This is an optimization exercise on Yosys and OpenROAD, whose aim is small area, a short achievable clock period and few clock cycles, not a production implementation.
RTL that was checked went through simulation tests only; none was proved equivalent to the original.
Only the layout flow was run in runs 3 and 4; the RTL was not checked for function there.
Power and IR drop assume default switching activity.

===== run.sh =====
#!/bin/bash
# synth_recipe.tcl (not shown) runs the flow's synth.tcl, then flattens the netlist and writes it again
# the make line also repeats each setting of config.mk as NAME=value (left out here)
make -C /OpenROAD-flow-scripts/flow DESIGN_CONFIG=/design/flow/config.mk WORK_HOME=/design/flow/orfs CLKGATE_MAP_FILE= SYNTH_SCRIPT=/design/flow/synth_recipe.tcl finish

===== config.mk =====
export PLATFORM = sky130hd
export DESIGN_NAME = tinymoa_dcim
export DESIGN_NICKNAME = tinymoa_dcim
export VERILOG_FILES = /design/flow/design.v
export SDC_FILE = /design/flow/constraint.sdc
export NUM_CORES = 4
export LEC_CHECK = 0
export CAP_MARGIN = 20
export CORE_MARGIN = 2
export CORE_UTILIZATION = 70
export CTS_CLUSTER_DIAMETER = 200
export CTS_CLUSTER_SIZE = 28
export SETUP_SLACK_MARGIN = 4.5
export SLEW_MARGIN = 20

===== constraint.sdc =====
create_clock -name core_clock -period 7.5 [get_ports {clk}]
set_input_delay 1.5000 -clock core_clock [delete_from_list [all_inputs] [get_ports {clk}]]
set_output_delay 1.5000 -clock core_clock [all_outputs]
set_load 0.01 [all_outputs]

===== design.v =====
`default_nettype none
module dcim_colsum (
    input  wire         clk,
    input  wire [127:0] x,
    input  wire [10:0]  nb,
    output wire [10:0]  res
);
    reg p1_0;
    reg p1_1;
    reg p1_2;
    reg p1_3;
    reg p1_4;
    reg p1_5;
    reg p1_6;
    reg p1_7;
    reg p1_8;
    reg p1_9;
    reg p1_10;
    reg p1_11;
    reg p1_12;
    reg p1_13;
    reg p1_14;
    reg p1_15;
    reg p1_16;
    reg p1_17;
    reg p1_18;
    reg p1_19;
    reg p1_20;
    reg p1_21;
    reg p1_22;
    reg p1_23;
    reg p1_24;
    reg p1_25;
    reg p1_26;
    reg p1_27;
    reg p1_28;
    reg p1_29;
    reg p1_30;
    reg p1_31;
    reg p1_32;
    reg p1_33;
    reg p1_34;
    reg p1_35;
    reg p1_36;
    reg p1_37;
    reg p1_38;
    reg p1_39;
    reg p1_40;
    reg p1_41;
    reg p1_42;
    reg p1_43;
    reg p1_44;
    reg p1_45;
    reg p1_46;
    reg p1_47;
    reg p1_48;
    reg p2_49;
    reg p2_50;
    reg p2_51;
    reg p2_52;
    reg p2_53;
    reg p2_54;
    reg p2_55;
    reg p2_56;
    reg p2_57;
    reg p2_58;
    reg p2_59;
    reg p2_60;
    reg p2_61;
    reg p2_62;
    reg p2_63;
    reg p2_64;
    reg p2_65;
    reg p2_66;
    reg p2_67;
    reg p2_68;
    reg p2_69;
    reg p2_70;
    wire s1 = x[0] ^ x[1] ^ x[2];
    wire k2 = (x[0] & x[1]) | (x[0] & x[2]) | (x[1] & x[2]);
    wire s3 = x[3] ^ x[4] ^ x[5];
    wire k4 = (x[3] & x[4]) | (x[3] & x[5]) | (x[4] & x[5]);
    wire s5 = x[6] ^ x[7] ^ x[8];
    wire k6 = (x[6] & x[7]) | (x[6] & x[8]) | (x[7] & x[8]);
    wire s7 = x[9] ^ x[10] ^ x[11];
    wire k8 = (x[9] & x[10]) | (x[9] & x[11]) | (x[10] & x[11]);
    wire s9 = x[12] ^ x[13] ^ x[14];
    wire k10 = (x[12] & x[13]) | (x[12] & x[14]) | (x[13] & x[14]);
    wire s11 = x[15] ^ x[16] ^ x[17];
    wire k12 = (x[15] & x[16]) | (x[15] & x[17]) | (x[16] & x[17]);
    wire s13 = x[18] ^ x[19] ^ x[20];
    wire k14 = (x[18] & x[19]) | (x[18] & x[20]) | (x[19] & x[20]);
    wire s15 = x[21] ^ x[22] ^ x[23];
    wire k16 = (x[21] & x[22]) | (x[21] & x[23]) | (x[22] & x[23]);
    wire s17 = x[24] ^ x[25] ^ x[26];
    wire k18 = (x[24] & x[25]) | (x[24] & x[26]) | (x[25] & x[26]);
    wire s19 = x[27] ^ x[28] ^ x[29];
    wire k20 = (x[27] & x[28]) | (x[27] & x[29]) | (x[28] & x[29]);
    wire s21 = x[30] ^ x[31] ^ nb[1];
    wire k22 = (x[30] & x[31]) | (x[30] & nb[1]) | (x[31] & nb[1]);
    wire s23 = x[32] ^ x[33] ^ x[34];
    wire k24 = (x[32] & x[33]) | (x[32] & x[34]) | (x[33] & x[34]);
    wire s25 = x[35] ^ x[36] ^ x[37];
    wire k26 = (x[35] & x[36]) | (x[35] & x[37]) | (x[36] & x[37]);
    wire s27 = x[38] ^ x[39] ^ x[40];
    wire k28 = (x[38] & x[39]) | (x[38] & x[40]) | (x[39] & x[40]);
    wire s29 = x[41] ^ x[42] ^ x[43];
    wire k30 = (x[41] & x[42]) | (x[41] & x[43]) | (x[42] & x[43]);
    wire s31 = x[44] ^ x[45] ^ x[46];
    wire k32 = (x[44] & x[45]) | (x[44] & x[46]) | (x[45] & x[46]);
    wire s33 = x[47] ^ x[48] ^ x[49];
    wire k34 = (x[47] & x[48]) | (x[47] & x[49]) | (x[48] & x[49]);
    wire s35 = x[50] ^ x[51] ^ x[52];
    wire k36 = (x[50] & x[51]) | (x[50] & x[52]) | (x[51] & x[52]);
    wire s37 = x[53] ^ x[54] ^ x[55];
    wire k38 = (x[53] & x[54]) | (x[53] & x[55]) | (x[54] & x[55]);
    wire s39 = x[56] ^ x[57] ^ x[58];
    wire k40 = (x[56] & x[57]) | (x[56] & x[58]) | (x[57] & x[58]);
    wire s41 = x[59] ^ x[60] ^ x[61];
    wire k42 = (x[59] & x[60]) | (x[59] & x[61]) | (x[60] & x[61]);
    wire s43 = x[62] ^ x[63] ^ nb[2];
    wire k44 = (x[62] & x[63]) | (x[62] & nb[2]) | (x[63] & nb[2]);
    wire s45 = x[64] ^ x[65] ^ x[66];
    wire k46 = (x[64] & x[65]) | (x[64] & x[66]) | (x[65] & x[66]);
    wire s47 = x[67] ^ x[68] ^ x[69];
    wire k48 = (x[67] & x[68]) | (x[67] & x[69]) | (x[68] & x[69]);
    wire s49 = x[70] ^ x[71] ^ x[72];
    wire k50 = (x[70] & x[71]) | (x[70] & x[72]) | (x[71] & x[72]);
    wire s51 = x[73] ^ x[74] ^ x[75];
    wire k52 = (x[73] & x[74]) | (x[73] & x[75]) | (x[74] & x[75]);
    wire s53 = x[76] ^ x[77] ^ x[78];
    wire k54 = (x[76] & x[77]) | (x[76] & x[78]) | (x[77] & x[78]);
    wire s55 = x[79] ^ x[80] ^ x[81];
    wire k56 = (x[79] & x[80]) | (x[79] & x[81]) | (x[80] & x[81]);
    wire s57 = x[82] ^ x[83] ^ x[84];
    wire k58 = (x[82] & x[83]) | (x[82] & x[84]) | (x[83] & x[84]);
    wire s59 = x[85] ^ x[86] ^ x[87];
    wire k60 = (x[85] & x[86]) | (x[85] & x[87]) | (x[86] & x[87]);
    wire s61 = x[88] ^ x[89] ^ x[90];
    wire k62 = (x[88] & x[89]) | (x[88] & x[90]) | (x[89] & x[90]);
    wire s63 = x[91] ^ x[92] ^ x[93];
    wire k64 = (x[91] & x[92]) | (x[91] & x[93]) | (x[92] & x[93]);
    wire s65 = x[94] ^ x[95] ^ nb[3];
    wire k66 = (x[94] & x[95]) | (x[94] & nb[3]) | (x[95] & nb[3]);
    wire s67 = x[96] ^ x[97] ^ x[98];
    wire k68 = (x[96] & x[97]) | (x[96] & x[98]) | (x[97] & x[98]);
    wire s69 = x[99] ^ x[100] ^ x[101];
    wire k70 = (x[99] & x[100]) | (x[99] & x[101]) | (x[100] & x[101]);
    wire s71 = x[102] ^ x[103] ^ x[104];
    wire k72 = (x[102] & x[103]) | (x[102] & x[104]) | (x[103] & x[104]);
    wire s73 = x[105] ^ x[106] ^ x[107];
    wire k74 = (x[105] & x[106]) | (x[105] & x[107]) | (x[106] & x[107]);
    wire s75 = x[108] ^ x[109] ^ x[110];
    wire k76 = (x[108] & x[109]) | (x[108] & x[110]) | (x[109] & x[110]);
    wire s77 = x[111] ^ x[112] ^ x[113];
    wire k78 = (x[111] & x[112]) | (x[111] & x[113]) | (x[112] & x[113]);
    wire s79 = x[114] ^ x[115] ^ x[116];
    wire k80 = (x[114] & x[115]) | (x[114] & x[116]) | (x[115] & x[116]);
    wire s81 = x[117] ^ x[118] ^ x[119];
    wire k82 = (x[117] & x[118]) | (x[117] & x[119]) | (x[118] & x[119]);
    wire s83 = x[120] ^ x[121] ^ x[122];
    wire k84 = (x[120] & x[121]) | (x[120] & x[122]) | (x[121] & x[122]);
    wire s85 = x[123] ^ x[124] ^ x[125];
    wire k86 = (x[123] & x[124]) | (x[123] & x[125]) | (x[124] & x[125]);
    wire s87 = x[126] ^ x[127] ^ nb[4];
    wire k88 = (x[126] & x[127]) | (x[126] & nb[4]) | (x[127] & nb[4]);
    wire s89 = s1 ^ s3 ^ s5;
    wire k90 = (s1 & s3) | (s1 & s5) | (s3 & s5);
    wire s91 = s7 ^ s9 ^ s11;
    wire k92 = (s7 & s9) | (s7 & s11) | (s9 & s11);
    wire s93 = s13 ^ s15 ^ s17;
    wire k94 = (s13 & s15) | (s13 & s17) | (s15 & s17);
    wire s95 = k2 ^ k4 ^ k6;
    wire k96 = (k2 & k4) | (k2 & k6) | (k4 & k6);
    wire s97 = k8 ^ k10 ^ k12;
    wire k98 = (k8 & k10) | (k8 & k12) | (k10 & k12);
    wire s99 = k14 ^ k16 ^ k18;
    wire k100 = (k14 & k16) | (k14 & k18) | (k16 & k18);
    wire s101 = k20 ^ k22 ^ s23;
    wire k102 = (k20 & k22) | (k20 & s23) | (k22 & s23);
    wire s103 = s25 ^ s27 ^ s29;
    wire k104 = (s25 & s27) | (s25 & s29) | (s27 & s29);
    wire s105 = s31 ^ s33 ^ s35;
    wire k106 = (s31 & s33) | (s31 & s35) | (s33 & s35);
    wire s107 = s37 ^ s39 ^ s41;
    wire k108 = (s37 & s39) | (s37 & s41) | (s39 & s41);
    wire s109 = k24 ^ k26 ^ k28;
    wire k110 = (k24 & k26) | (k24 & k28) | (k26 & k28);
    wire s111 = k30 ^ k32 ^ k34;
    wire k112 = (k30 & k32) | (k30 & k34) | (k32 & k34);
    wire s113 = k36 ^ k38 ^ k40;
    wire k114 = (k36 & k38) | (k36 & k40) | (k38 & k40);
    wire s115 = k42 ^ k44 ^ s45;
    wire k116 = (k42 & k44) | (k42 & s45) | (k44 & s45);
    wire s117 = s47 ^ s49 ^ s51;
    wire k118 = (s47 & s49) | (s47 & s51) | (s49 & s51);
    wire s119 = s53 ^ s55 ^ s57;
    wire k120 = (s53 & s55) | (s53 & s57) | (s55 & s57);
    wire s121 = s59 ^ s61 ^ s63;
    wire k122 = (s59 & s61) | (s59 & s63) | (s61 & s63);
    wire s123 = k46 ^ k48 ^ k50;
    wire k124 = (k46 & k48) | (k46 & k50) | (k48 & k50);
    wire s125 = k52 ^ k54 ^ k56;
    wire k126 = (k52 & k54) | (k52 & k56) | (k54 & k56);
    wire s127 = k58 ^ k60 ^ k62;
    wire k128 = (k58 & k60) | (k58 & k62) | (k60 & k62);
    wire s129 = k64 ^ k66 ^ s67;
    wire k130 = (k64 & k66) | (k64 & s67) | (k66 & s67);
    wire s131 = s69 ^ s71 ^ s73;
    wire k132 = (s69 & s71) | (s69 & s73) | (s71 & s73);
    wire s133 = s75 ^ s77 ^ s79;
    wire k134 = (s75 & s77) | (s75 & s79) | (s77 & s79);
    wire s135 = s81 ^ s83 ^ s85;
    wire k136 = (s81 & s83) | (s81 & s85) | (s83 & s85);
    wire s137 = k68 ^ k70 ^ k72;
    wire k138 = (k68 & k70) | (k68 & k72) | (k70 & k72);
    wire s139 = k74 ^ k76 ^ k78;
    wire k140 = (k74 & k76) | (k74 & k78) | (k76 & k78);
    wire s141 = k80 ^ k82 ^ k84;
    wire k142 = (k80 & k82) | (k80 & k84) | (k82 & k84);
    wire s143 = k86 ^ k88 ^ nb[5];
    wire k144 = (k86 & k88) | (k86 & nb[5]) | (k88 & nb[5]);
    wire s145 = s89 ^ s91 ^ s93;
    wire k146 = (s89 & s91) | (s89 & s93) | (s91 & s93);
    wire s147 = k90 ^ k92 ^ k94;
    wire k148 = (k90 & k92) | (k90 & k94) | (k92 & k94);
    wire s149 = s95 ^ s97 ^ s99;
    wire k150 = (s95 & s97) | (s95 & s99) | (s97 & s99);
    wire s151 = s101 ^ s103 ^ s105;
    wire k152 = (s101 & s103) | (s101 & s105) | (s103 & s105);
    wire s153 = k96 ^ k98 ^ k100;
    wire k154 = (k96 & k98) | (k96 & k100) | (k98 & k100);
    wire s155 = k102 ^ k104 ^ k106;
    wire k156 = (k102 & k104) | (k102 & k106) | (k104 & k106);
    wire s157 = k108 ^ s109 ^ s111;
    wire k158 = (k108 & s109) | (k108 & s111) | (s109 & s111);
    wire s159 = s113 ^ s115 ^ s117;
    wire k160 = (s113 & s115) | (s113 & s117) | (s115 & s117);
    wire s161 = s119 ^ s121 ^ s65;
    wire k162 = (s119 & s121) | (s119 & s65) | (s121 & s65);
    wire s163 = k110 ^ k112 ^ k114;
    wire k164 = (k110 & k112) | (k110 & k114) | (k112 & k114);
    wire s165 = k116 ^ k118 ^ k120;
    wire k166 = (k116 & k118) | (k116 & k120) | (k118 & k120);
    wire s167 = k122 ^ s123 ^ s125;
    wire k168 = (k122 & s123) | (k122 & s125) | (s123 & s125);
    wire s169 = s127 ^ s129 ^ s131;
    wire k170 = (s127 & s129) | (s127 & s131) | (s129 & s131);
    wire s171 = s133 ^ s135 ^ s87;
    wire k172 = (s133 & s135) | (s133 & s87) | (s135 & s87);
    wire s173 = k124 ^ k126 ^ k128;
    wire k174 = (k124 & k126) | (k124 & k128) | (k126 & k128);
    wire s175 = k130 ^ k132 ^ k134;
    wire k176 = (k130 & k132) | (k130 & k134) | (k132 & k134);
    wire s177 = k136 ^ s137 ^ s139;
    wire k178 = (k136 & s137) | (k136 & s139) | (s137 & s139);
    wire s179 = k138 ^ k140 ^ k142;
    wire k180 = (k138 & k140) | (k138 & k142) | (k140 & k142);
    wire s181 = p1_1 ^ p1_2 ^ p1_3;
    wire k182 = (p1_1 & p1_2) | (p1_1 & p1_3) | (p1_2 & p1_3);
    wire s183 = p1_4 ^ p1_5 ^ p1_6;
    wire k184 = (p1_4 & p1_5) | (p1_4 & p1_6) | (p1_5 & p1_6);
    wire s185 = p1_7 ^ p1_8 ^ p1_9;
    wire k186 = (p1_7 & p1_8) | (p1_7 & p1_9) | (p1_8 & p1_9);
    wire s187 = p1_10 ^ p1_11 ^ p1_12;
    wire k188 = (p1_10 & p1_11) | (p1_10 & p1_12) | (p1_11 & p1_12);
    wire s189 = p1_13 ^ p1_14 ^ p1_15;
    wire k190 = (p1_13 & p1_14) | (p1_13 & p1_15) | (p1_14 & p1_15);
    wire s191 = p1_18 ^ p1_19 ^ p1_20;
    wire k192 = (p1_18 & p1_19) | (p1_18 & p1_20) | (p1_19 & p1_20);
    wire s193 = p1_21 ^ p1_22 ^ p1_23;
    wire k194 = (p1_21 & p1_22) | (p1_21 & p1_23) | (p1_22 & p1_23);
    wire s195 = p1_24 ^ p1_25 ^ p1_26;
    wire k196 = (p1_24 & p1_25) | (p1_24 & p1_26) | (p1_25 & p1_26);
    wire s197 = p1_28 ^ p1_29 ^ p1_30;
    wire k198 = (p1_28 & p1_29) | (p1_28 & p1_30) | (p1_29 & p1_30);
    wire s199 = p1_31 ^ p1_32 ^ p1_33;
    wire k200 = (p1_31 & p1_32) | (p1_31 & p1_33) | (p1_32 & p1_33);
    wire s201 = p1_34 ^ p1_35 ^ p1_36;
    wire k202 = (p1_34 & p1_35) | (p1_34 & p1_36) | (p1_35 & p1_36);
    wire s203 = p1_38 ^ p1_39 ^ p1_40;
    wire k204 = (p1_38 & p1_39) | (p1_38 & p1_40) | (p1_39 & p1_40);
    wire s205 = p1_41 ^ p1_42 ^ p1_43;
    wire k206 = (p1_41 & p1_42) | (p1_41 & p1_43) | (p1_42 & p1_43);
    wire s207 = k182 ^ s183 ^ s185;
    wire k208 = (k182 & s183) | (k182 & s185) | (s183 & s185);
    wire s209 = k184 ^ k186 ^ s187;
    wire k210 = (k184 & k186) | (k184 & s187) | (k186 & s187);
    wire s211 = s189 ^ p1_16 ^ p1_17;
    wire k212 = (s189 & p1_16) | (s189 & p1_17) | (p1_16 & p1_17);
    wire s213 = k188 ^ k190 ^ s191;
    wire k214 = (k188 & k190) | (k188 & s191) | (k190 & s191);
    wire s215 = s193 ^ s195 ^ p1_27;
    wire k216 = (s193 & s195) | (s193 & p1_27) | (s195 & p1_27);
    wire s217 = k192 ^ k194 ^ k196;
    wire k218 = (k192 & k194) | (k192 & k196) | (k194 & k196);
    wire s219 = s197 ^ s199 ^ s201;
    wire k220 = (s197 & s199) | (s197 & s201) | (s199 & s201);
    wire s221 = k198 ^ k200 ^ k202;
    wire k222 = (k198 & k200) | (k198 & k202) | (k200 & k202);
    wire s223 = k204 ^ k206 ^ p1_44;
    wire k224 = (k204 & k206) | (k204 & p1_44) | (k206 & p1_44);
    wire s225 = k208 ^ s209 ^ s211;
    wire k226 = (k208 & s209) | (k208 & s211) | (s209 & s211);
    wire s227 = k210 ^ k212 ^ s213;
    wire k228 = (k210 & k212) | (k210 & s213) | (k212 & s213);
    wire s229 = k214 ^ k216 ^ s217;
    wire k230 = (k214 & k216) | (k214 & s217) | (k216 & s217);
    wire s231 = k218 ^ k220 ^ s221;
    wire k232 = (k218 & k220) | (k218 & s221) | (k220 & s221);
    wire s233 = k222 ^ s223 ^ p1_45;
    wire k234 = (k222 & s223) | (k222 & p1_45) | (s223 & p1_45);
    wire s235 = p2_53 ^ p2_54 ^ p2_55;
    wire k236 = (p2_53 & p2_54) | (p2_53 & p2_55) | (p2_54 & p2_55);
    wire s237 = p2_56 ^ p2_57 ^ p2_58;
    wire k238 = (p2_56 & p2_57) | (p2_56 & p2_58) | (p2_57 & p2_58);
    wire s239 = p2_60 ^ p2_61 ^ p2_62;
    wire k240 = (p2_60 & p2_61) | (p2_60 & p2_62) | (p2_61 & p2_62);
    wire s241 = p2_66 ^ p2_67 ^ p2_68;
    wire k242 = (p2_66 & p2_67) | (p2_66 & p2_68) | (p2_67 & p2_68);
    wire s243 = k236 ^ s237 ^ p2_59;
    wire k244 = (k236 & s237) | (k236 & p2_59) | (s237 & p2_59);
    wire s245 = k238 ^ s239 ^ p2_63;
    wire k246 = (k238 & s239) | (k238 & p2_63) | (s239 & p2_63);
    wire s247 = k240 ^ p2_64 ^ p2_65;
    wire k248 = (k240 & p2_64) | (k240 & p2_65) | (p2_64 & p2_65);
    always @(posedge clk) begin
        p1_0 <= nb[0];
        p1_1 <= s145;
        p1_2 <= s19;
        p1_3 <= s21;
        p1_4 <= k146;
        p1_5 <= s147;
        p1_6 <= s149;
        p1_7 <= s151;
        p1_8 <= s107;
        p1_9 <= s43;
        p1_10 <= k148;
        p1_11 <= k150;
        p1_12 <= k152;
        p1_13 <= s153;
        p1_14 <= s155;
        p1_15 <= s157;
        p1_16 <= s159;
        p1_17 <= s161;
        p1_18 <= k154;
        p1_19 <= k156;
        p1_20 <= k158;
        p1_21 <= k160;
        p1_22 <= k162;
        p1_23 <= s163;
        p1_24 <= s165;
        p1_25 <= s167;
        p1_26 <= s169;
        p1_27 <= s171;
        p1_28 <= k164;
        p1_29 <= k166;
        p1_30 <= k168;
        p1_31 <= k170;
        p1_32 <= k172;
        p1_33 <= s173;
        p1_34 <= s175;
        p1_35 <= s177;
        p1_36 <= s141;
        p1_37 <= s143;
        p1_38 <= k174;
        p1_39 <= k176;
        p1_40 <= k178;
        p1_41 <= s179;
        p1_42 <= k144;
        p1_43 <= nb[6];
        p1_44 <= k180;
        p1_45 <= nb[7];
        p1_46 <= nb[8];
        p1_47 <= nb[9];
        p1_48 <= nb[10];
        p2_49 <= p1_0;
        p2_50 <= s181;
        p2_51 <= s207;
        p2_52 <= s225;
        p2_53 <= k226;
        p2_54 <= s227;
        p2_55 <= s215;
        p2_56 <= k228;
        p2_57 <= s229;
        p2_58 <= s219;
        p2_59 <= p1_37;
        p2_60 <= k230;
        p2_61 <= s231;
        p2_62 <= s203;
        p2_63 <= s205;
        p2_64 <= k232;
        p2_65 <= s233;
        p2_66 <= k234;
        p2_67 <= k224;
        p2_68 <= p1_46;
        p2_69 <= p1_47;
        p2_70 <= p1_48;
    end
    wire [10:0] row0 = {p2_70, k242, k248, k246, k244, s243, s235, p2_52, p2_51, p2_50, p2_49};
    wire [10:0] row1 = {1'b0, p2_69, s241, s247, s245, 1'b0, 1'b0, 1'b0, 1'b0, 1'b0, 1'b0};
    assign res = row0 + row1;
endmodule
`default_nettype none
`timescale 1ns / 1ps
module tinymoa_dcim (
    input clk,
    input nrst,
    output reg        mmio_ready,
    input             mmio_write,
    input      [31:0] mmio_wdata,
    input             mmio_read,
    output     [31:0] mmio_rdata,
    input      [5:0]  mmio_addr,
    input      [31:0] mem_rdata,
    output     [31:0] mem_wdata,
    output reg        mem_write,
    output reg        mem_read,
    output reg [9:0]  mem_addr
);
    reg        cfg_reload;
    reg [2:0]  cfg_prec;
    reg [9:0]  cfg_wbase;
    reg [9:0]  cfg_abase;
    reg [9:0]  cfg_rbase;
    reg [5:0]  cfg_n;
    reg        busy;
    reg        done;
    reg [9:0]  rdata_q;           
    assign mmio_rdata = {22'd0, rdata_q};
    wire [3:0] reg_idx = mmio_addr[5:2];
    wire       start   = mmio_write && (reg_idx == 4'd0) && mmio_wdata[0] && !busy;
    always @(posedge clk or negedge nrst) begin
        if (!nrst) begin
            cfg_reload <= 1'b1;
            cfg_prec   <= 3'd1;
            cfg_wbase  <= 10'h180;
            cfg_abase  <= 10'h1A0;
            cfg_rbase  <= 10'h1B0;
            cfg_n      <= 6'd32;
            mmio_ready <= 1'b0;
        end else begin
            mmio_ready <= mmio_write | mmio_read;
            if (mmio_write) begin
                case (reg_idx)
                    4'd0: {cfg_reload, cfg_prec} <= mmio_wdata[4:1];
                    4'd2: cfg_wbase <= mmio_wdata[9:0];
                    4'd3: cfg_abase <= mmio_wdata[9:0];
                    4'd4: cfg_rbase <= mmio_wdata[9:0];
                    4'd5: cfg_n     <= mmio_wdata[5:0];
                    default: ;
                endcase
            end
        end
    end
    always @(posedge clk) begin
        case (reg_idx)
            4'd0: rdata_q <= {5'd0, cfg_reload, cfg_prec, 1'b0};
            4'd1: rdata_q <= {8'd0, done, busy};
            4'd2: rdata_q <= cfg_wbase;
            4'd3: rdata_q <= cfg_abase;
            4'd4: rdata_q <= cfg_rbase;
            4'd5: rdata_q <= {4'd0, cfg_n};
            default: rdata_q <= 10'd0;
        endcase
    end
    reg [4:0] rs, nph, rr;
    always @(posedge clk or negedge nrst) begin
        if (!nrst) begin
            rs  <= 5'd1;
            nph <= 5'd0;
            rr  <= 5'd29;
        end else begin
            rs  <= rs + 5'd1;
            nph <= nph - 5'd1;
            rr  <= rr - 5'd1;
        end
    end
    wire [31:0] rot0 = rs[0] ? {mem_rdata[30:0], mem_rdata[31]} : mem_rdata;
    wire [31:0] rot1 = rs[1] ? {rot0[29:0], rot0[31:30]}         : rot0;
    wire [31:0] rot2 = rs[2] ? {rot1[27:0], rot1[31:28]}         : rot1;
    wire [31:0] rot3 = rs[3] ? {rot2[23:0], rot2[31:24]}         : rot2;
    wire [31:0] rot  = rs[4] ? {rot3[15:0], rot3[31:16]}         : rot3;
    reg [3:0] tag0;
    reg [3:0] ld_act;
    reg       ld_row;
    reg [31:0] T [0:31];
    reg [31:0] A [0:3];
    reg [31:0] V;
    genvar gx, gp;
    generate
        for (gx = 1; gx < 32; gx = gx + 1) begin : g_torus
            always @(posedge clk)
                T[gx] <= {T[gx-1][30:0], T[gx-1][31] & V[gx-1]};
        end
        for (gp = 0; gp < 4; gp = gp + 1) begin : g_act
            always @(posedge clk)
                A[gp] <= ld_act[gp] ? rot : {A[gp][30:0], A[gp][31]};
        end
    endgenerate
    always @(posedge clk)
        T[0] <= ld_row ? rot : {T[31][30:0], T[31][31] & V[31]};
    always @(posedge clk or negedge nrst) begin
        if (!nrst) V <= 32'd0;
        else       V <= {V[30:0], V[31] | ld_row};
    end
    reg  [3:0]   plane_en;
    reg  [10:0]  nb;             
    wire [127:0] xb;
    genvar gj;
    generate
        for (gj = 0; gj < 32; gj = gj + 1) begin : g_x
            wire w = T[gj][0];
            assign xb[gj]      = plane_en[0] & ~(w ^ A[0][gj]);
            assign xb[32 + gj] = plane_en[1] & ~(w ^ A[1][gj]);
            assign xb[64 + gj] = plane_en[2] & ~(w ^ A[2][gj]);
            assign xb[96 + gj] = plane_en[3] & ~(w ^ A[3][gj]);
        end
    endgenerate
    wire [10:0] res;
    dcim_colsum u_sum (.clk(clk), .x(xb), .nb(nb), .res(res));
    reg [10:0] wdata_q;
    assign mem_wdata = {{21{wdata_q[10]}}, wdata_q};
    reg [10:0] nsh;
    always @(posedge clk) begin
        nsh <= {5'd0, cfg_n} << cfg_prec;
        nb  <= {5'd0, cfg_n} - nsh;
    end
    localparam S_IDLE = 3'd0;
    localparam S_ACT  = 3'd1;
    localparam S_ROW  = 3'd2;
    localparam S_WAIT = 3'd3;
    localparam S_COMP = 3'd4;
    reg [2:0] state;
    reg [4:0] cnt;
    reg [1:0] pm1;               
    reg       rl;                
    reg       va, vb;            
    reg       la, lb;            
    reg [4:0] ca, cb;            
    wire [1:0] st_p   = mmio_wdata[2:1] - 2'd1;
    wire       row_ld = ({1'b0, rr} < cfg_n);
    always @(posedge clk or negedge nrst) begin
        if (!nrst) begin
            state     <= S_IDLE;
            cnt       <= 5'd0;
            busy      <= 1'b0;
            done      <= 1'b0;
            mem_read  <= 1'b0;
            mem_write <= 1'b0;
            tag0      <= 4'd0;
            ld_act    <= 4'd0;
            ld_row    <= 1'b0;
            va        <= 1'b0;
            vb        <= 1'b0;
            la        <= 1'b0;
            lb        <= 1'b0;
            plane_en  <= 4'd0;
            pm1       <= 2'd0;
            rl        <= 1'b0;
        end else begin
            mem_read  <= 1'b0;
            tag0      <= 4'd0;
            ld_act    <= {tag0[3] & ~tag0[2] & (tag0[1:0] == 2'd3),
                          tag0[3] & ~tag0[2] & (tag0[1:0] == 2'd2),
                          tag0[3] & ~tag0[2] & (tag0[1:0] == 2'd1),
                          tag0[3] & ~tag0[2] & (tag0[1:0] == 2'd0)};
            ld_row    <= tag0[3] & tag0[2] & tag0[0];
            va        <= (state == S_COMP);
            la        <= (state == S_COMP) && (cnt == 5'd31);
            vb        <= va;
            lb        <= la;
            mem_write <= vb && ({1'b0, cb} < cfg_n);
            cnt       <= cnt + 5'd1;
            case (state)
                S_IDLE: begin
                    cnt <= 5'd1;
                    if (start) begin
                        busy     <= 1'b1;
                        done     <= 1'b0;
                        plane_en <= {mmio_wdata[3:1] > 3'd3, mmio_wdata[3:1] > 3'd2,
                                     mmio_wdata[3:1] > 3'd1, mmio_wdata[3:1] > 3'd0};
                        pm1      <= st_p;
                        rl       <= mmio_wdata[4];
                        mem_read <= 1'b1;
                        tag0     <= 4'b1000;
                        if (st_p != 2'd0)
                            state <= S_ACT;
                        else if (mmio_wdata[4]) begin
                            state <= S_ROW;
                            cnt   <= 5'd0;
                        end else begin
                            state <= S_WAIT;
                            cnt   <= 5'd0;
                        end
                    end
                end
                S_ACT: begin
                    mem_read <= 1'b1;
                    tag0     <= {2'b10, cnt[1:0]};
                    if (cnt[1:0] == pm1) begin
                        state <= rl ? S_ROW : S_WAIT;
                        cnt   <= 5'd0;
                    end
                end
                S_ROW: begin
                    mem_read <= row_ld;
                    tag0     <= {3'b110, row_ld};
                    if (cnt == 5'd31) state <= S_WAIT;
                end
                S_WAIT: begin
                    if (cnt[0]) begin
                        state <= S_COMP;
                        cnt   <= 5'd0;
                    end
                end
                S_COMP: begin
                    if (cnt == 5'd31) state <= S_IDLE;
                end
                default: state <= S_IDLE;
            endcase
            if (lb) begin
                busy <= 1'b0;
                done <= 1'b1;
            end
        end
    end
    always @(posedge clk) begin
        ca      <= nph;
        cb      <= ca;
        wdata_q <= res;
        if (vb)
            mem_addr <= cfg_rbase + {5'd0, cb};
        else if (state == S_ROW)
            mem_addr <= cfg_wbase + {5'd0, rr};
        else if (state == S_ACT)
            mem_addr <= cfg_abase + {8'd0, cnt[1:0]};
        else
            mem_addr <= cfg_abase;
    end
endmodule

==> results of run 1 <==
==> metal layers <==
metal / global-route usage [%] / part of all wire [%] / vias to the layer above
met3: 2.97 / 3.7 / 172
li1: - / - / 9693
met5: 0 / 0 / -
met2: 48.7 / 51 / 503
met4: 9.05 / 3.4 / 0
met1: 35.2 / 42 / 10400
==> cells in the mapped netlist (5+ instances only) <==
| cell | instances | area (um^2) |
|---|---|---|
| xnor2_1 | 154 | 1350 |
| buf_1 | 9 | 33.8 |
| a22oi_1 | 20 | 150 |
| dfstp_2 | 17 | 447 |
| nor3_1 | 24 | 120 |
| and2_1 | 84 | 526 |
| o21a_1 | 5 | 37.5 |
| and3_1 | 6 | 37.5 |
| nand3_1 | 10 | 50.1 |
| a22o_1 | 5 | 43.8 |
| nor2_1 | 46 | 173 |
| dfrtp_1 | 103 | 2580 |
| a21o_1 | 15 | 113 |
| nand2_1 | 143 | 537 |
| a211oi_1 | 8 | 60.1 |
| o221ai_1 | 9 | 78.8 |
| ha_1 | 40 | 500 |
| buf_4 | 44 | 330 |
| a221oi_1 | 10 | 87.6 |
| xor2_1 | 19 | 166 |
| mux2i_1 | 36 | 360 |
| nand4_1 | 5 | 31.3 |
| a221o_1 | 13 | 130 |
| o2bb2ai_1 | 8 | 70.1 |
| o21ai_0 | 43 | 215 |
| a21oi_1 | 32 | 160 |
| o221a_2 | 5 | 56.3 |
| fa_1 | 129 | 2580 |
| buf_2 | 10 | 50.1 |
| inv_1 | 191 | 717 |
| a221oi_2 | 30 | 450 |
| mux2_2 | 207 | 2330 |
| o22ai_1 | 36 | 225 |
| nand2b_1 | 8 | 50.1 |
| nor2b_1 | 12 | 75.1 |
| dfxtp_1 | 1286 | 25700 |
| a211oi_2 | 7 | 87.6 |
| clkbuf_1 | 96 | 360 |
==> critical path, cell delays in order <==
cell and delay, ns:
clkdlybuf4s50_1 0.54, mux2i_1 0.19, a22o_1 0.28, a211oi_4 0.26
o22ai_1 0.23, a221oi_4 0.35, buf_12 0.17, mux2_2 0.15
==> cells by family after synthesis <==
kind of cell,Yosys count
and+or+nand+nor,355
adders and majority gates,169
AOI/OAI and AO/OA,275
buffers and inverters,355
xor gates and xnor gates,173
DFF,1406
muxes,247
other,1
==> area by class of cell <==
| type | count | area share [%] |
|---|---|---|
| clock buffer | 82 | 3.28 |
| multi-input combinational | 1241 | 26.2 |
| clock inverter | 4 | 0.164 |
| timing repair buffer | 152 | 3.62 |
| inverter | 191 | 1.57 |
| sequential | 1406 | 63.0 |
| tap | 773 | 2.12 |
==> repair_timing <==
action | 4_1_cts | 5_1_grt
endpoints found under the setup margin | 237 | 184
setup buffers | 32 | 7
hold buffers | 0 | 0
gates resized for setup | 99 | 77
pin swaps | 8 | 10
==> how the worst max path moves through the flow <==
stage	start	to	cells past startpoint
6_report	mem_rdata[8]	A[0][22]	8
5_1_grt	mem_rdata[17]	T[0][16]	7
4_1_cts	mem_rdata[3]	A[2][25]	7
3_5_place_dp	mem_rdata[10]	T[0][25]	7
3_3_place_gp	mem_rdata[10]	T[0][25]	7
2_1_floorplan	mmio_addr[3]	cfg_rbase[6]	7
==> through the flow <==
| stage | instances | area (um^2) | setup slack (ns) | total power [mW] | hold WS (ns) |
|---|---|---|---|---|---|
| after floorplan | 3002 | 41700 | 4.52 | 10.4 | 0.310 |
| after global placement | 3722 | 42900 | 3.25 | 11.2 | 0.310 |
| after detailed placement | 3722 | 43000 | 3.28 | 11.3 | 0.312 |
| after CTS | 3840 | 45400 | 4.35 | 14.8 | 0.326 |
| after global routing | 3849 | 45700 | 4.40 | 15.4 | 0.326 |
| final | 3849 | 45700 | 4.43 | 14.8 | 0.325 |
==> flip-flops by register name, indices dropped and copies added (netlist names), 6 cells and up <==
name,cells
A,128
T,1024
V,32
cfg_abase,10
cfg_n,6
cfg_rbase,10
cfg_wbase,10
mem_addr,10
nb,11
nsh,11
rdata_q,10
wdata_q,11
==> power by group <==
group	total (mW)	internal, mW	switching (mW)
Clock	3.59	1.42	2.17
Sequential	8.67	8.16	0.518
Combinational	2.52	1.24	1.28
==> results.ini, run 1 <==
[worst_setup_path]
r2r_cells = 7
worstPathRequired_ns = 8.10
crit_arrival_ns = 3.67
rr_endpoint = A[3][24]
critPathKind = in -> reg
cp-end-kind = flip-flop
worstPathMaxFanout = 5
regToRegSetupSlack_ns = 4.59
rr_startpoint = rs[0]
startpoint_type = input pin

[synth]
synth.cell_area_um2 = 41600
yosysWarnings = 4
synth_xor_xnor_area_share_pct = 3.64
async_flop_share_pct = 8.53
synth_simple_gate_area_share_pct = 4.13
avgSynthCellArea_um2 = 14.0
synth_compound_area_share_pct = 5.35
synthMuxAreaShare_pct = 6.63
postSynthCellCount = 2981
ys_seq_elements = 1406
synth_top_family_by_area = adder cells
ys_seq_area_share_pct = 69.1
synth-edff-count = 0
synth-main-ff-cell = dfxtp_1
synth_fa_ha_area_share_pct = 7.40
synth_cell_type_count = 66

[timing]
fin_skew_ns = 0.0347
slew_headroom_pct = 36.7
finalSetupTns_ns = 0
drv_slew = 0
period_needed_ns = 3.07
hold_violations = 0
fmax_mhz = 326
post-route-period-util_pct = 40.9
worst_pin_slew_ns = 0.950
setup-violations-final = 0
rsz0062_at_grt = true

[final_layout]
drive_gt1_share_pct = 14.6
final_common_cell = dfxtp_1
antenna_cells = 0
final_core_util_pct = 77.5
multi_input_area_um2 = 12000
regArea_um2 = 28800
n_fill_cell = 3304
area_growth_pct = 9.64
final_cell_mix = dfxtp_1 (1,285), mux2_2 (206), inv_1 (191)
final_nets = 3291

[die]
die_x_um = 248
ios = 151
dieHeight_um = 248
coreArea_um2 = 58900
dieArea_um2 = 61500
rows = 89
initial_utilization_pct = 70.7

[routing]
viasPerCell = 5.38
drt-initial-drc-count = 1187
drt_first_pass_iters = 6
drc = 0
routed-via-count = 20700
routed_wl_mm = 82.5
routedWlPerCell_um = 21.4
ant_nets = 0

[cts]
path_clk_slew_ns = 0.11
clockBufferDepth = 3
cts_sinks = 1406
cts_tree = done
cts-root-buf = clkbuf_16
h-tree-depth = 2
cts_buffers = 56
clkLatencyLatePin_ns = 0.67

[min_path]
holdCritPathClass = reg -> reg
hold_path_end = T[21][10]
min_from = T[20][9]
whs_path_depth = 0

[power]
p_per_area_nw_per_um2 = 324
ir_drop_mv = 0.353
leakagePower_nw = 18.7

[grt]
first_global_vias = 21700
grt_max_degree = 70
antenna_found_initial = 10
gr-total-overflow = 0
grt_pass1_wl_mm = 127
track_usage_pct = 27.4

[run_status]
outcome = complete, no violations

[placement]
hpwl_mm = 54.4
port_buffers = 104
routabilityCongestion = 0.854

[job]
drv_cap = 0

Testbench counts, summed over its fixed seeds: cycles 17,921.
==> run 2, diff against run 1 <==
--- a/config.mk
+++ b/config.mk
@@ -12,3 +12,3 @@
 export CTS_CLUSTER_SIZE = 28
-export SETUP_SLACK_MARGIN = 4.5
+export SETUP_SLACK_MARGIN = 4.75
 export SLEW_MARGIN = 20
==> run 2 against run 1 <==
Still clean on timing, DRC and antenna. Routed wire length increased by 4.1%. Non-clock buffer count is 36 higher. Clock-buffer cell count stayed put. Fmax is 5.7% higher. Setup slack improved by 0.16 ns. Sequential power about the same. Combinational power grew 6%. Critical endpoint is now mem_wdata[12]. Largest cell class unchanged.
==> results.ini, run 2 <==
[run_status]
outcome = complete, no violations  ; unchanged

[synth]
synth_xor_xnor_area_share_pct = 3.64  ; unchanged
synth_simple_gate_area_share_pct = 4.13  ; unchanged
synth_compound_area_share_pct = 5.35  ; unchanged
synthMuxAreaShare_pct = 6.63  ; unchanged
yosysWarnings = 4  ; unchanged
synth_largest_type_area_fraction_pct = 61.8  ; unchanged
synth_cell_type_count = 66  ; unchanged
synth_top_area_cell = dfxtp_1  ; unchanged
post-synth-top-count-cell = dfxtp_1  ; unchanged
synth_fa_ha_area_share_pct = 7.40  ; unchanged
synth_top_family_by_area = adder cells  ; unchanged
synth.cell_area_um2 = 41600  ; unchanged
async_flop_share_pct = 8.53  ; unchanged
synth-main-ff-cell = dfxtp_1  ; unchanged
synth-edff-count = 0  ; unchanged
ys_seq_elements = 1406  ; unchanged
ys_top_cells_by_count = dfxtp_1 (1,286), mux2_2 (207), inv_1 (191), xnor2_1 (154), nand2_1 (143)  ; unchanged
postSynthCellCount = 2981  ; unchanged
avgSynthCellArea_um2 = 14.0  ; unchanged
ys_top_cells_by_area = dfxtp_1 (62%), fa_1 (6.2%), dfrtp_1 (6.2%)  ; unchanged
ys_seq_area_share_pct = 69.1  ; unchanged

[grt]
grt_pass1_wl_mm = 128  ; was 127 mm
grt_max_degree = 71  ; was 70
track_usage_pct = 28.1  ; was 27.4%
first_global_vias = 22000  ; was 21.7k
gr-total-overflow = 0  ; unchanged
antenna_found_initial = 8  ; was 10

[die]
coreArea_um2 = 58900  ; unchanged
die_x_um = 248  ; unchanged
ios = 151  ; unchanged
dieArea_um2 = 61500  ; unchanged
initial_utilization_pct = 70.7  ; unchanged
rows = 89  ; unchanged
dieHeight_um = 248  ; unchanged

[routing]
viasPerCell = 5.39  ; was 5.38
routed-via-count = 20900  ; was 20.7k
ant_nets = 0  ; unchanged
drc = 0  ; unchanged
routedWlPerCell_um = 22.1  ; was 21.4 um
drt_first_pass_iters = 6  ; unchanged
drt-initial-drc-count = 1264  ; was 1,187
routed_wl_mm = 85.8  ; was 82.5 mm

[final_layout]
final_common_cell = dfxtp_1  ; unchanged
largest-register = T  ; unchanged
final_nets = 3327  ; was 3,291
multi_input_area_um2 = 12500  ; was 12,000 um^2
regArea_um2 = 28800  ; about the same
final_cell_mix = dfxtp_1 (1,273), inv_1 (191), mux2_2 (185)  ; was dfxtp_1 (1,285), mux2_2 (206), inv_1 (191)
largest_reg_flops = 1024  ; unchanged
area_growth_pct = 11.9  ; was 9.64%
final_core_util_pct = 79.1  ; was 77.5%
top_regs = T x1024, A x128, V x32  ; unchanged
n_fill_cell = 3128  ; was 3,304
drive_gt1_share_pct = 19.3  ; was 14.6%

[cts]
clkLatencyLatePin_ns = 0.66  ; was 0.67 ns
cts_sinks = 1406  ; unchanged
path_clk_slew_ns = 0.11  ; about the same
clockBufferDepth = 3  ; unchanged
cts_tree = done  ; unchanged
cts-root-buf = clkbuf_16  ; unchanged
cts_buffers = 56  ; unchanged
h-tree-depth = 2  ; unchanged

[timing]
fin_skew_ns = 0.0366  ; was 0.0347 ns
worst_pin_slew_ns = 1.22  ; was 0.950 ns
fmax_mhz = 344  ; was 326 MHz
slew_headroom_pct = 18.6  ; was 36.7%
post-route-period-util_pct = 38.8  ; was 40.9%
hold_violations = 0  ; unchanged
finalSetupTns_ns = 0  ; unchanged
drv_slew = 0  ; unchanged
period_needed_ns = 2.91  ; was 3.07 ns
rsz0062_at_grt = true  ; unchanged
setup-violations-final = 0  ; unchanged

[power]
leakagePower_nw = 19.1  ; was 18.7 nW
total_power_mw = 15.0  ; was 14.8 mW
p_per_area_nw_per_um2 = 321  ; was 324 nW/um^2
ir_drop_mv = 0.362  ; was 0.353 mV

[worst_setup_path]
cp_common_cell = buf_12
worstPathRequired_ns = 6.00  ; was 8.10 ns
worst_path_max_delay_cell = dfxtp_4  ; was clkdlybuf4s50_1
crit_arrival_ns = 1.41  ; was 3.67 ns
worstPathMaxFanout = 5  ; unchanged
crit_family = flip-flops  ; was compound AO/OA/AOI/OAI gates
startpoint_type = flip-flop  ; was input pin
crit_path_cell_trace = buf_12, buf_12, buf_6  ; was clkdlybuf4s50_1, mux2i_1, a22o_1, a211oi_4, o22ai_1, a221oi_4, buf_12, mux2_2
cp-end-kind = primary output  ; was flip-flop
critPathBufInv = 3  ; was 2
cpPeakStageDelay_ns = 0.38  ; was 0.54 ns
critPathKind = reg -> out  ; was in -> reg

[job]
drv_cap = 0  ; unchanged

[placement]
port_buffers = 104  ; unchanged
hpwl_mm = 55.1  ; was 54.4 mm
routabilityCongestion = 0.865  ; was 0.854

[min_path]
holdCritPathClass = reg -> reg  ; unchanged

[run 2: cell count changes in the layout (fill, tap and decap cells not counted), sizes merged]
cell,delta
dlygate4sd2,-24
diode,+1
clkbuf,+22
dlymetal6s2s,-2
buf,+70
clkdlybuf4s50,-30
[run 2: path summary, 6_finish.rpt]
kind	startpoint	to	slack (ns)	cells past startpoint
max reg2reg	rs[0]	A[0][14]	4.81	6
max in group asynchronous	nrst	plane_en[1]	5.08	2
min in group asynchronous	nrst	nph[1]	0.97	1
min reg2reg	u_sum.p1_0	u_sum.p2_49	0.32	0
max	wdata_q[10]	mem_wdata[12]	4.59	3
min	u_sum.p1_0	u_sum.p2_49	0.32	0
[run 2: area by class of cell]
cell class	instances	share of cell area, %
Multi-Input combinational cell	1241	26.9
Clock buffer	82	3.22
Sequential cell	1406	61.9
Tap cell	773	2.08
Timing Repair Buffer	188	4.22
Clock inverter	4	0.161
Inverter	191	1.54
Antenna cell	1	0.00537
[run 2: logic make-up after synthesis]
logic type	after synthesis
xor gates and xnor gates	173
and+or+nand+nor	355
other	1
buffers and inverters	355
AOI/OAI and AO/OA	275
DFF	1406
muxes	247
adders and majority gates	169
[run 2: routing by layer]
| metal | vias to the layer above | GRT usage [%] | share of wire, % |
|---|---|---|---|
| met5 | - | 0 | 0 |
| met4 | 0 | 11.2 | 4.5 |
| met1 | 10400 | 35.6 | 41 |
| met2 | 549 | 48.7 | 50 |
| li1 | 9770 | - | - |
| met3 | 213 | 3.89 | 4.7 |
[run 2: what timing repair did]
action / CTS / global route
setup buffers: 59 / 17
endpoints found under the setup margin: 288 / 239
resized for setup: 395 / 101
gates cloned: 1 / 0
pin swaps: 23 / 10
hold buffers: 0 / 0
[run 2: metrics by stage]
step | cells | setup WS, ns | hold WS (ns) | area, um^2
after floorplan | 3002 | 4.59 | 0.310 | 41800
after global placement | 3721 | 3.31 | 0.310 | 43000
after detailed placement | 3721 | 3.32 | 0.312 | 43000
after CTS | 3867 | 4.49 | 0.328 | 46300
after global routing | 3886 | 4.56 | 0.329 | 46600
final | 3886 | 4.59 | 0.323 | 46600
[run 2: power breakdown]
| group | internal [mW] | total (mW) | leakage (nW) | switching [mW] |
|---|---|---|---|---|
| combinational | 1.34 | 2.68 | 6.39 | 1.33 |
| clock | 1.42 | 3.59 | 0.753 | 2.18 |
| sequential | 8.16 | 8.68 | 11.9 | 0.523 |
| total | 10.9 | 15.0 | 19.1 | 4.03 |
==> run 3, diff against run 2 <==
--- a/design.v
+++ b/design.v
@@ -467,12 +467,6 @@
     reg [4:0] rs, nph, rr;
-    always @(posedge clk or negedge nrst) begin
-        if (!nrst) begin
-            rs  <= 5'd1;
-            nph <= 5'd0;
-            rr  <= 5'd29;
-        end else begin
-            rs  <= rs + 5'd1;
-            nph <= nph - 5'd1;
-            rr  <= rr - 5'd1;
-        end
+    always @(posedge clk) begin
+        rs  <= rs + 5'd1;
+        nph <= 5'd0 - rs;
+        rr  <= 5'd0 - (rs + 5'd3);
     end
@@ -522,3 +516,4 @@
     reg [10:0] wdata_q;
-    assign mem_wdata = {{21{wdata_q[10]}}, wdata_q};
+    reg        sign_q;
+    assign mem_wdata = {{11{sign_q}}, {10{wdata_q[10]}}, wdata_q};
     reg [10:0] nsh;
@@ -539,3 +534,3 @@
     reg       la, lb;            
-    reg [4:0] ca, cb;            
+    wire [4:0] cb = nph + 5'd2;  
     wire [1:0] st_p   = mmio_wdata[2:1] - 2'd1;
@@ -557,5 +552,2 @@
             lb        <= 1'b0;
-            plane_en  <= 4'd0;
-            pm1       <= 2'd0;
-            rl        <= 1'b0;
         end else begin
@@ -580,6 +572,2 @@
                         done     <= 1'b0;
-                        plane_en <= {mmio_wdata[3:1] > 3'd3, mmio_wdata[3:1] > 3'd2,
-                                     mmio_wdata[3:1] > 3'd1, mmio_wdata[3:1] > 3'd0};
-                        pm1      <= st_p;
-                        rl       <= mmio_wdata[4];
                         mem_read <= 1'b1;
@@ -628,5 +616,10 @@
     always @(posedge clk) begin
-        ca      <= nph;
-        cb      <= ca;
+        if (state == S_IDLE) begin
+            plane_en <= {mmio_wdata[3:1] > 3'd3, mmio_wdata[3:1] > 3'd2,
+                         mmio_wdata[3:1] > 3'd1, mmio_wdata[3:1] > 3'd0};
+            pm1      <= st_p;
+            rl       <= mmio_wdata[4];
+        end
         wdata_q <= res;
+        sign_q  <= res[10] & res[9];
         if (vb)
==> run 3 against run 2 <==
First-iteration DRC count rose by 2.8%. Largest power group unchanged. Sequential power rose by 3.9%. Routed wire length rose by 5.1%. Largest cell class unchanged. Clock skew rose by 0.0098 ns.
==> results.ini, run 3 <==
[run_status]
outcome = complete, no violations  ; unchanged

[synth]
synth-main-ff-cell = dfxtp_1  ; unchanged
yosysWarnings = 4  ; unchanged
synth-edff-count = 7  ; was 0
async_flop_share_pct = 7.03  ; was 8.53%
avgSynthCellArea_um2 = 14.1  ; was 14.0 um^2
ys_top_cells_by_count = dfxtp_1 (1,290), mux2_2 (201), inv_1 (172), xnor2_1 (153), nand2_1 (151)  ; was dfxtp_1 (1,286), mux2_2 (207), inv_1 (191), xnor2_1 (154), nand2_1 (143)
synth_largest_type_area_fraction_pct = 62.6  ; was 61.8%
postSynthCellCount = 2935  ; was 2,981
ys_top_cells_by_area = dfxtp_1 (63%), fa_1 (6.3%), mux2_2 (5.5%)  ; was dfxtp_1 (62%), fa_1 (6.2%), dfrtp_1 (6.2%)
ys_seq_area_share_pct = 69.1  ; about the same
ys_seq_elements = 1395  ; was 1,406
synth_top_area_cell = dfxtp_1  ; unchanged
synth_cell_type_count = 78  ; was 66
synth.cell_area_um2 = 41300  ; was 41,600 um^2
post-synth-top-count-cell = dfxtp_1  ; unchanged

[power]
swShare_pct = 32.5  ; was 27.0%
pwr-share-comb_pct = 31.3  ; was 17.9%
p_per_area_nw_per_um2 = 397  ; was 321 nW/um^2
p_sw_mw = 5.96  ; was 4.03 mW
leakagePower_nw = 19.1  ; about the same
clkPwrFrac_pct = 19.5  ; was 24.0%
p_seq_share_pct = 49.1  ; was 58.1%
ir_drop_mv = 0.348  ; was 0.362 mV
intPower_mw = 12.4  ; was 10.9 mW

[timing]
fin_skew_ns = 0.0465  ; was 0.0366 ns
period_needed_ns = 2.89  ; was 2.91 ns
hold_violations = 0  ; unchanged
worst_pin_slew_ns = 1.01  ; was 1.22 ns
worst_slack_ns = 4.61  ; was 4.59 ns
setup-violations-final = 0  ; unchanged
finalSetupTns_ns = 0  ; unchanged
drv_slew = 0  ; unchanged
slew_headroom_pct = 32.6  ; was 18.6%
fmax_mhz = 346  ; was 344 MHz
post-route-period-util_pct = 38.6  ; was 38.8%
rsz0062_at_grt = true  ; unchanged

[job]
drv_cap = 0  ; unchanged

[final_layout]
final_cell_mix = dfxtp_1 (1,283), mux2_2 (176), inv_1 (171)  ; was dfxtp_1 (1,273), inv_1 (191), mux2_2 (185)
largest-register = T  ; unchanged
drive_gt1_share_pct = 18.8  ; was 19.3%
area_growth_pct = 11.9  ; about the same
top_regs = T x1024, A x128, V x32  ; unchanged
final_common_cell = dfxtp_1  ; unchanged
antenna_cells = 0  ; was 1
final_nets = 3291  ; was 3,327
n_fill_cell = 3065  ; was 3,128
largest_reg_flops = 1024  ; unchanged

[grt]
track_usage_pct = 28.9  ; was 28.1%
grt_pass1_wl_mm = 131  ; was 128 mm
grt_max_degree = 69  ; was 71
gr-total-overflow = 0  ; unchanged
antenna_found_initial = 3  ; was 8
first_global_vias = 22100  ; was 22.0k

[placement]
port_buffers = 104  ; unchanged
place_ws_ns = 3.33  ; was 3.32 ns
routabilityCongestion = 0.897  ; was 0.865
hpwl_mm = 53.5  ; was 55.1 mm

[worst_setup_path]
critPathKind = reg -> out  ; unchanged
worstPathRequired_ns = 6.00  ; about the same
r2r_cells = 8  ; was 6
startpoint_type = flip-flop  ; unchanged
cp-end-kind = primary output  ; unchanged
worstPathMaxFanout = 5  ; unchanged
rr_endpoint = sign_q  ; was A[0][14]
crit_arrival_ns = 1.39  ; was 1.41 ns
rr_startpoint = u_sum.p2_62  ; was rs[0]
regToRegSetupSlack_ns = 4.79  ; was 4.81 ns

[cts]
clkLatencyLatePin_ns = 0.68  ; was 0.66 ns
cts_buffers = 55  ; was 56
cts-root-buf = clkbuf_16  ; unchanged
clockBufferDepth = 3  ; unchanged
h-tree-depth = 2  ; unchanged
cts_sinks = 1395  ; was 1,406
cts_tree = done  ; unchanged
holdBufCountCts = 0  ; unchanged
path_clk_slew_ns = 0.10  ; was 0.11 ns

[die]
dieHeight_um = 247  ; was 248 um
coreArea_um2 = 58700  ; was 58,900 um^2
ios = 151  ; unchanged
dieArea_um2 = 60900  ; was 61,500 um^2
rows = 89  ; unchanged
initial_utilization_pct = 70.3  ; was 70.7%
die_x_um = 247  ; was 248 um

[routing]
drc = 0  ; unchanged
routed_wl_mm = 90.2  ; was 85.8 mm
routedWlPerCell_um = 23.5  ; was 22.1 um
routed-via-count = 20900  ; about the same
ant_nets = 0  ; unchanged
viasPerCell = 5.44  ; was 5.39
drt-initial-drc-count = 1300  ; was 1,264
drt_first_pass_iters = 7  ; was 6

[min_path]
min_from = T[10][8]  ; was u_sum.p1_0
holdCritPathClass = reg -> reg  ; unchanged
whs_path_depth = 0  ; unchanged
hold_path_end = T[11][9]  ; was u_sum.p2_49

run 3: what timing repair did:
item / CTS / global route
resized for setup: 380 / 82
endpoints found under the setup margin: 295 / 191
gates cloned: 0 / 2
setup buffers: 57 / 17
pin swaps: 30 / 14
run 3: worst max-delay path, stage by stage, from the launching register on:
cell	delay, ns
dfxtp_4	0.37
buf_6	0.13
buf_6	0.11
buf_6	0.11
run 3: layout make-up:
type | instances | area [um^2] | share of cell area, %
clock buffer | 76 | 1460 | 3.15
timing repair buffer | 192 | 2050 | 4.43
clock inverter | 3 | 52.6 | 0.114
tap | 773 | 967 | 2.09
sequential | 1395 | 28500 | 61.7
inverter | 174 | 654 | 1.42
multi-input combinational | 1227 | 12500 | 27.1
run 3: layer usage:
layer	wire length, um	global-route usage [%]	vias to the layer above
li1	-	-	9644
met1	36700	37.1	10500
met2	45900	50.5	614
met3	4650	4.32	160
met4	3000	9.30	2
met5	13	0	-
run 3: power by group through the flow:
| stage | combinational, mW | sequential, mW | clock, mW |
|---|---|---|---|
| detailed placement | 5.12 | 9.18 | 0 |
| floorplan | 3.47 | 8.93 | 0 |
| CTS | 5.48 | 9.00 | 3.58 |
| global placement | 4.93 | 9.13 | 0 |
| finish | 5.75 | 9.02 | 3.59 |
| global route | 6.22 | 9.10 | 3.86 |
run 3: worst max-delay path by stage:
stage	start	endpoint	cells past startpoint
after floorplan	mem_rdata[25]	A[0][16]	5
after global placement	mmio_addr[2]	cfg_n[0]	4
after detailed placement	mem_rdata[16]	A[1][28]	7
after CTS	sign_q	mem_wdata[22]	3
after global routing	sign_q	mem_wdata[22]	3
final	sign_q	mem_wdata[27]	3
run 3: through the flow:
step                      power (mW)  hold slack [ns]  utilization, %  area, um^2  instances
after CTS                       18.1            0.312            78.1       45800       3821
final                           18.4            0.309            78.7       46200       3840
after global placement          14.1            0.309            72.9       42800       3684
after floorplan                 12.4            0.310               -       41500       2956
after detailed placement        14.3            0.312            72.9       42800       3685
after global routing            19.2            0.327            78.7       46200       3840
run 3: logic make-up (layout without fill, tap and decap cells):
family | count (synthesis) | in the layout | share of synthesized area, %
AOI/OAI and AO/OA | 268 | 268 | 5.34
xor gates and xnor gates | 173 | 173 | 3.67
adders and majority gates | 172 | 172 | 7.56
buffers and inverters | 334 | 445 | 3.55
DFF | 1395 | 1395 | 69.1
muxes | 244 | 244 | 6.63
other | 1 | 22 | 0.00909
and+or+nand+nor | 348 | 348 | 4.17
==> run 4, diff against run 3 <==
--- a/config.mk
+++ b/config.mk
@@ -11,3 +11,3 @@
 export CTS_CLUSTER_DIAMETER = 200
-export CTS_CLUSTER_SIZE = 28
+export CTS_CLUSTER_SIZE = 25
 export SETUP_SLACK_MARGIN = 4.75
==> run 4 against run 3 <==
Still clean on timing, DRC and antenna. Total power rose by 1.8%. Clock-buffer cell count rose by 10. Routed wire length rose by 1.5%. Global-route usage rose by 1.0 points. Combinational power rose by 1%.
==> results.ini, run 4 <==
[die]
initial_utilization_pct = 70.3  ; unchanged
die_x_um = 247  ; unchanged
ios = 151  ; unchanged
coreArea_um2 = 58700  ; unchanged
rows = 89  ; unchanged
dieHeight_um = 247  ; unchanged
dieArea_um2 = 60900  ; unchanged

[power]
p_per_area_nw_per_um2 = 403  ; was 397 nW/um^2
leakagePower_nw = 19.2  ; was 19.1 nW
ir_drop_mv = 0.347  ; was 0.348 mV

[synth]
synth.cell_area_um2 = 41300  ; unchanged
synth_largest_type_area_fraction_pct = 62.6  ; unchanged
avgSynthCellArea_um2 = 14.1  ; unchanged
yosysWarnings = 4  ; unchanged
ys_seq_elements = 1395  ; unchanged
post-synth-top-count-cell = dfxtp_1  ; unchanged
postSynthCellCount = 2935  ; unchanged
synth-edff-count = 7  ; unchanged
ys_top_cells_by_area = dfxtp_1 (63%), fa_1 (6.3%), mux2_2 (5.5%)  ; unchanged
ys_top_cells_by_count = dfxtp_1 (1,290), mux2_2 (201), inv_1 (172), xnor2_1 (153), nand2_1 (151)  ; unchanged
async_flop_share_pct = 7.03  ; unchanged
synth_cell_type_count = 78  ; unchanged
ys_seq_area_share_pct = 69.1  ; unchanged
synth-main-ff-cell = dfxtp_1  ; unchanged
synth_top_area_cell = dfxtp_1  ; unchanged

[placement]
routabilityCongestion = 0.897  ; unchanged
hpwl_mm = 53.5  ; unchanged
port_buffers = 104  ; unchanged

[routing]
drt-initial-drc-count = 1262  ; was 1,300
routed-via-count = 21000  ; was 20.9k
top_layer = met5  ; unchanged
ant_nets = 0  ; unchanged
drt_first_pass_iters = 5  ; was 7
viasPerCell = 5.45  ; was 5.44
routedWlPerCell_um = 23.7  ; was 23.5 um
routed_wl_mm = 91.5  ; was 90.2 mm
drt-met1-wl_mm = 36.5  ; was 36.7 mm
met2WireLength_mm = 46.3  ; was 45.9 mm
wl_met3_mm = 4.97  ; was 4.65 mm
drc = 0  ; unchanged

[grt]
track_usage_pct = 29.9  ; was 28.9%
grt_max_degree = 69  ; unchanged
gr-total-overflow = 0  ; unchanged
grt_pass1_wl_mm = 134  ; was 131 mm
antenna_found_initial = 9  ; was 3
first_global_vias = 22300  ; was 22.1k

[job]
drv_cap = 0  ; unchanged

[worst_setup_path]
worst_path_max_delay_cell = dfxtp_4  ; unchanged
worstPathMaxFanout = 4  ; was 5
worstPathRequired_ns = 6.00  ; about the same
cpPeakStageDelay_ns = 0.38  ; was 0.37 ns
crit_path_cell_trace = buf_6, buf_12, buf_6  ; was buf_6, buf_6, buf_6
crit_family = flip-flops  ; unchanged
cp_common_cell = buf_6  ; unchanged
critPathKind = reg -> out  ; unchanged
critPathBufInv = 3  ; unchanged
crit_arrival_ns = 1.42  ; was 1.39 ns
cp-end-kind = primary output  ; unchanged
startpoint_type = flip-flop  ; unchanged

[timing]
fmax_mhz = 342  ; was 346 MHz
slew_headroom_pct = 32.6  ; about the same
post-route-period-util_pct = 38.9  ; was 38.6%
hold_violations = 0  ; unchanged
drv_slew = 0  ; unchanged
rsz0062_at_grt = true  ; unchanged
finalSetupTns_ns = 0  ; unchanged
fin_skew_ns = 0.0448  ; was 0.0465 ns
setup-violations-final = 0  ; unchanged
period_needed_ns = 2.92  ; was 2.89 ns
worst_pin_slew_ns = 1.01  ; about the same

[final_layout]
final_cell_mix = dfxtp_1 (1,277), mux2_2 (176), inv_1 (171)  ; was dfxtp_1 (1,283), mux2_2 (176), inv_1 (171)
largest_reg_flops = 1024  ; unchanged
area_growth_pct = 12.2  ; was 11.9%
n_fill_cell = 3023  ; was 3,065
final_common_cell = dfxtp_1  ; unchanged
final_nets = 3300  ; was 3,291
largest-register = T  ; unchanged
drive_gt1_share_pct = 19.0  ; was 18.8%
top_regs = T x1024, A x128, V x32  ; unchanged
final_core_util_pct = 78.9  ; was 78.7%

[cts]
cts_tree = done  ; unchanged
cts_buffers = 61  ; was 55
cts_sinks = 1395  ; unchanged
h-tree-depth = 2  ; unchanged
clkLatencyLatePin_ns = 0.70  ; was 0.68 ns
cts-root-buf = clkbuf_16  ; unchanged
path_clk_slew_ns = 0.10  ; about the same
clockBufferDepth = 3  ; unchanged

[min_path]
holdCritPathClass = reg -> reg  ; unchanged

[run_status]
outcome = complete, no violations  ; unchanged

## run 4: power by group
group | switching [mW] | internal [mW]
Sequential | 0.609 | 8.41
Clock | 2.30 | 1.54
Combinational | 3.20 | 2.61
## run 4: cell type report
type / instances / area [um^2] / share of cell area [%]
sequential: 1395 / 28500 / 61.6
timing repair buffer: 195 / 2030 / 4.39
antenna: 2 / 5.00 / 0.0108
inverter: 174 / 654 / 1.41
clock inverter: 3 / 56.3 / 0.122
multi-input combinational: 1227 / 12400 / 26.8
tap: 773 / 967 / 2.09
clock buffer: 86 / 1640 / 3.55
## run 4: path summary, 6_finish.rpt
check	to	slack, ns	cells after the start	start
min in group asynchronous	cfg_wbase[4]	0.75	1	nrst
worst min register to register	u_sum.p1_45	0.31	0	nb[7]
worst max register to register	u_sum.p1_1	4.76	7	plane_en[0]
worst max-delay path	mem_wdata[23]	4.58	3	sign_q
worst min-delay path	u_sum.p1_45	0.31	0	nb[7]
max in group asynchronous	ld_act[0]	5.37	2	nrst
## run 4: per-layer routing
layer  vias up  GRT usage, %
met2       680          52.4
li1       9668             -
met3       224          5.26
met1     10400          36.9
met4         4          11.3
met5         -             0
## run 4: stage by stage
step	hold WS [ns]	total power [mW]	area (um^2)	instances	setup slack (ns)
floorplan	0.310	12.4	41500	2956	4.59
global placement	0.309	14.1	42800	3684	3.31
detailed placement	0.312	14.3	42800	3685	3.33
CTS	0.311	18.3	45900	3829	4.56
global route	0.316	19.5	46300	3853	4.54
finish	0.314	18.7	46300	3855	4.58
## run 4: cell families (layout without fill, tap and decap cells)
logic type	after synthesis	after routing	synth area share, %
AO/OA/AOI/OAI	268	268	5.34
XOR/XNOR	173	173	3.67
adder cells (fa/ha/maj)	172	172	7.56
buffers and inverters	334	458	3.55
flip-flops	1395	1395	69.1
multiplexers	244	244	6.63
other	1	24	0.00909
AND/OR/NAND/NOR	348	348	4.17
## run 4: what timing repair did
action / CTS / global route
buffers inserted: 55 / 22
setup endpoints to repair: 292 / 175
resized for setup: 391 / 78
hold buffers: 0 / 0
cloned: 0 / 2
pin swaps: 27 / 19
endpoints found under the hold margin: 0 / 0

what the ideal ports hide:
The flow's constraints put no driver on any port. The routed layouts listed below were extracted and timed again, unchanged, in two steps. Step 1 (the two cells are an assumption about what drives the block):
set clk [get_ports {clk}]
set_driving_cell -lib_cell sky130_fd_sc_hd__clkbuf_16 $clk
set_driving_cell -lib_cell sky130_fd_sc_hd__buf_2 [delete_from_list [all_inputs] $clk]
Step 2, shift: input delay + t, output delay - t, t = (earliest + latest rising clock arrival at the registers) / 2. This alone moves slack from input paths to output paths. Three values: no drivers, after step 1, after step 2; two values: the first two.
| run | t, ns | setup slack, ns | worst register clock-pin slew, ns |
|---|---|---|---|
| run 1 | 0.715 | 4.429 / 4.472 / 3.757 | 0.11 / 0.11 |
| run 2 | 0.706 | 4.593 / 4.531 / 4.011 | 0.11 / 0.11 |
| run 3 | 0.720 | 4.609 / 4.543 / 4.066 | 0.12 / 0.12 |
| run 4 | 0.735 | 4.580 / 4.519 / 4.004 | 0.12 / 0.12 |
After both steps setup and hold are still met in every run listed. For run 1, which loses most, drivers alone change the setup slack by +0.043 ns; drivers and shift together by -0.672 ns.
